From an optimization exercise on the open Yosys and OpenROAD flow, aimed at small area; shortcuts taken in it are not production practice. At most, simulation tests tie the RTL to the original design; equivalence was not proved. The flow treats the clock pin as an ideal source. Dropping or thinning the clock tree relies on that and would not hold on a real chip. Power figures rest on the tool's default switching activity, not on a simulated workload.

==> inputs of exp/amber <==
## relojContadorAritmeticaMuxDisp7SegTLD
module relojContadorAritmeticaMuxDisp7SegTLD(
    input [3:0] numBinario,
    input [1:0] seleccionarOperacion,
    input clkNexys2,
    input Reset,
    output [3:0] leds,
    output [7:0] ledsDisplay,
    output [3:0] anodoComun
    );
	assign leds = numBinario;
	wire pulso;
	wire [1:0] selector;
	divisorDeReloj frecuenciaReloj(.relojNexys2(clkNexys2), .rst(Reset), .pulsoReloj(pulso));
	contadorSelector selectorDisplay(.clk(clkNexys2), .rst(Reset), .frecuenciaReloj(pulso), .contador(selector));
	display7Seg mostrarDigito(.x(numBinario), .op(seleccionarOperacion), .sel(selector), .an(anodoComun), .seg(ledsDisplay));
endmodule
==> module divisorDeReloj, before the edit <==
module divisorDeReloj(
    input relojNexys2,
    input rst,
    output pulsoReloj
    );
	reg [16:0] q;
	wire ceros = ~|q[15:0];
	always @(posedge relojNexys2, posedge rst)
	begin
		if (rst)
			q <= 17'h00204;
		else
			q <= {q[15:0], q[16] ^ q[13] ^ ceros};
	end
	assign pulsoReloj = ceros & ~q[16];
endmodule
Settings: LEC_CHECK=0, CAP_MARGIN=20, CORE_AREA=2.3 2.72 57.5 57.12, DIE_AREA=0 0 60 60, SLEW_MARGIN=20; clock period 20.0 ns.
standard.sh (not shown) runs the stock make flow with config.mk's settings and CLKGATE_MAP_FILE= SYNTH_SCRIPT=/design/flow/synth_recipe.tcl, a recipe that flattens the netlist after the stock synthesis.
==> flow/flow/run.sh <==
#!/bin/bash
# Own layout flow: the standard flow (standard.sh) with these changes:
#  - synthesis runs the standard flow's synthesis script unchanged, except that Yosys's abc call
#    uses the area-oriented ABC script in flow/area.abc instead of ORFS's speed script,
#    and Yosys does not map half/full adders to adder cells before ABC;
#  - port buffers are the smallest buffer cell (buf_1) instead of ORFS's default choice;
#  - after CTS, the clock tree's leaf buffers are removed and its root buffer, sized up,
#    drives all the flip-flops directly (flow/one_clock_buffer.tcl).
# Each tool's full output stays in this folder: *.log here, per-step logs in orfs/logs.
set -euo pipefail
here=$(pwd)
{
  echo "set ::my_abc_script $here/flow/area.abc"
  cat "$here/flow/abc_override.tcl"
  cat "$here/synth_recipe.tcl"
} > "$here/own_synth.tcl"
export BUFFER_PORTS_ARGS="-buffer_cell sky130_fd_sc_hd__buf_1"
export CTS_ARGS="-sink_clustering_enable -repair_clock_nets -dont_use_dummy_load -sink_clustering_size 30 -sink_clustering_max_diameter 300 -root_buf sky130_fd_sc_hd__clkbuf_4 -buf_list sky130_fd_sc_hd__clkbuf_4"
args=(SYNTH_SCRIPT="$here/own_synth.tcl" ADDER_MAP_FILE= SKIP_REPAIR_TIE_FANOUT=1)
bash standard.sh "${args[@]}" cts > "$here/standard_to_cts.log" 2>&1
export RESULTS_DIR="$here/orfs/results/$FLOW_PLATFORM/relojContadorAritmeticaMuxDisp7SegTLD/base"
export CLOCK_PORT=clkNexys2
export ROOT_CLOCK_BUFFER=${ROOT_CLOCK_BUFFER:-sky130_fd_sc_hd__clkbuf_8}
openroad -no_init -exit "$here/flow/one_clock_buffer.tcl" > "$here/one_clock_buffer.log" 2>&1
bash standard.sh "${args[@]}" finish > "$here/standard_finish.log" 2>&1
==> flow/flow/one_clock_buffer.tcl <==
# After CTS: replace the two-level clock tree (root buffer feeding leaf buffers) by the
# root buffer alone, sized up, driving every clock sink. The clock port still feeds
# only the root buffer's input.
set results $::env(RESULTS_DIR)
read_db $results/4_cts.odb
set db [ord::get_db]
set block [ord::get_db_block]
set port_net [$block findNet $::env(CLOCK_PORT)]
set root ""
foreach it [$port_net getITerms] {
  set inst [$it getInst]
  if { [string match "*clkbuf*" [[$inst getMaster] getName]] } { set root $inst }
}
if { $root == "" } { error "no root clock buffer" }
set root_net [[$root findITerm X] getNet]
foreach it [$root_net getITerms] {
  set inst [$it getInst]
  if { $inst == $root } { continue }
  if { ![string match "*clkbuf*" [[$inst getMaster] getName]] } { continue }
  set leaf_net [[$inst findITerm X] getNet]
  foreach sink [$leaf_net getITerms] {
    if { [$sink getInst] == $inst } { continue }
    $sink disconnect
    $sink connect $root_net
  }
  puts "removing leaf clock buffer [$inst getName]"
  odb::dbInst_destroy $inst
  odb::dbNet_destroy $leaf_net
}
$root swapMaster [$db findMaster $::env(ROOT_CLOCK_BUFFER)]
detailed_placement
check_placement -verbose
write_db $results/4_cts.odb
Other scripts of this flow, unchanged in this note and not shown: flow/flow/abc_override.tcl, flow/flow/area.abc
==> inputs of exp/willow, as changes to exp/amber <==
--- a/flow/flow/run.sh
+++ b/flow/flow/run.sh
@@ -22,3 +22,3 @@
 export CLOCK_PORT=clkNexys2
-export ROOT_CLOCK_BUFFER=${ROOT_CLOCK_BUFFER:-sky130_fd_sc_hd__clkbuf_8}
+export ROOT_CLOCK_BUFFER=${ROOT_CLOCK_BUFFER:-sky130_fd_sc_hd__buf_6}
 openroad -no_init -exit "$here/flow/one_clock_buffer.tcl" > "$here/one_clock_buffer.log" 2>&1
==> inputs of exp/indigo, as changes to exp/amber <==
--- a/flow/design.v
+++ b/flow/design.v
@@ -12,3 +12,3 @@
 		else
-			q <= {q[15:0], q[16] ^ q[13] ^ ceros};
+			q <= {q[15:0], q[16] ^ (q[13] | ceros)};
 	end
==> results by group <==
Power
  • Comb power frac: 15.5%
  • Sw Ratio: 24.31%
  • Total combinational power: 0.00945 mW
  • Peak VDD IR: 0.05044 mV

Global route
  • GR met2 Demand/Resource: 19.57%
  • GR Layer Usage met3: 1.732%

Placed design
  • Placed cell areas: 920.9 sq um

Status
  • Run status: no timing/DRC/antenna violations

Layout
  • Most frequent cells in the layout: buf_1 (21), dfrtp_1 (17), nor2_1 (12), clkinv_1 (10), nand2_1 (9)
  • Buffering overhead: 8.434%
  • Seq area share: 51.14%
  • Non-Filler Instances: 138

STA
  • Worst Skew: 0.003673 ns
  • Worst Tran Pin Value: 0.6118 ns

Detailed routing
  • WL final: 1.699 mm
  • Initial DRC Count: 34
  • Routed met1 length: 710 um
  • Via Count: 740

Floorplanning
  • Initial core utilization: 30.67%

Synth
  • Syn nets: 107
The numbers above come from exp/amber.

==> results by group <==
Layout
  • Buffering overhead: 8.411%
  • Non-Filler Instances: 139
  • Seq area share: 51.00%
  • Most frequent cells in the layout: buf_1 (21), dfrtp_1 (17), nor2_1 (12), nand2_1 (10), clkinv_1 (10)

Synth
  • Yosys reg bits: 19
  • Syn nets: 108

Detailed routing
  • Initial DRC Count: 64
  • Via Count: 712
  • WL final: 1.690 mm

Status
  • Run status: no timing/DRC/antenna violations

Power
  • Sw Ratio: 24.52%
  • Total combinational power: 0.00939 mW
  • Comb power frac: 15.4%

STA
  • Worst Skew: 0.001331 ns
  • Crit share post-route: 56.17%
  • Worst Tran Pin Value: 0.6250 ns

Global route
  • GR Layer Usage met3: 2.381%

Clocking
  • Reg clk slew, reported paths: 0.10 ns
  • Clk latency of the worst-skew pair: 0.16 ns
The numbers above come from exp/indigo.

==> results by group <==
Floorplanning
  • Tap cells: 33
  • Initial core utilization: 30.67%

Placed design
  • Placed cell areas: 920.9 sq um

Synth
  • Syn nets: 107

Detailed routing
  • Via Count: 736
  • Routed met1 length: 713 um
  • Initial DRC Count: 35
  • WL final: 1.691 mm
  • DRC viols: 0

Power
  • Comb power frac: 15.8%
  • Internal power: 0.04541 mW
  • Sw Ratio: 24.34%

Layout
  • Seq area share: 51.28%
  • Non-Filler Instances: 138

STA
  • Worst Tran Pin Value: 0.6111 ns
  • Worst Skew: 0.001054 ns

Global route
  • GR Layer Usage met3: 1.732%
  • GR met2 Demand/Resource: 19.57%

Clocking
  • Post-cts resize count: 0

Status
  • Run status: no timing/DRC/antenna violations
The numbers above come from exp/willow.

Function not checked in exp/indigo: the RTL went through the layout flow alone.

-- re-timing with driven ports --
The results above use ideal ports. As a check the final layouts listed here were re-extracted and re-timed, cells and wires unchanged.
Step 1 assumes that a clkbuf_16 drives the clock port and a buf_2 every other input.
Step 2, shift: input delay + t, output delay - t, t = (earliest + latest rising clock arrival at the registers) / 2. This alone moves slack from input paths to output paths.
Three values: ideal, step 1, step 2; two values: the first two.
run | shift t [ns] | setup slack, ns | hold slack, ns | worst slew at a driven data input, ns
exp/amber | 0.175 | 8.670 / 8.638 / 8.638 | 0.386 / 0.386 / 0.386 | 0.03
exp/willow | 0.153 | 8.673 / 8.641 / 8.641 | 0.384 / 0.384 / 0.384 | 0.03
exp/indigo | 0.178 | 8.766 / 8.743 / 8.743 | 0.390 / 0.390 / 0.390 | 0.03
After both steps every run listed still meets setup and hold.
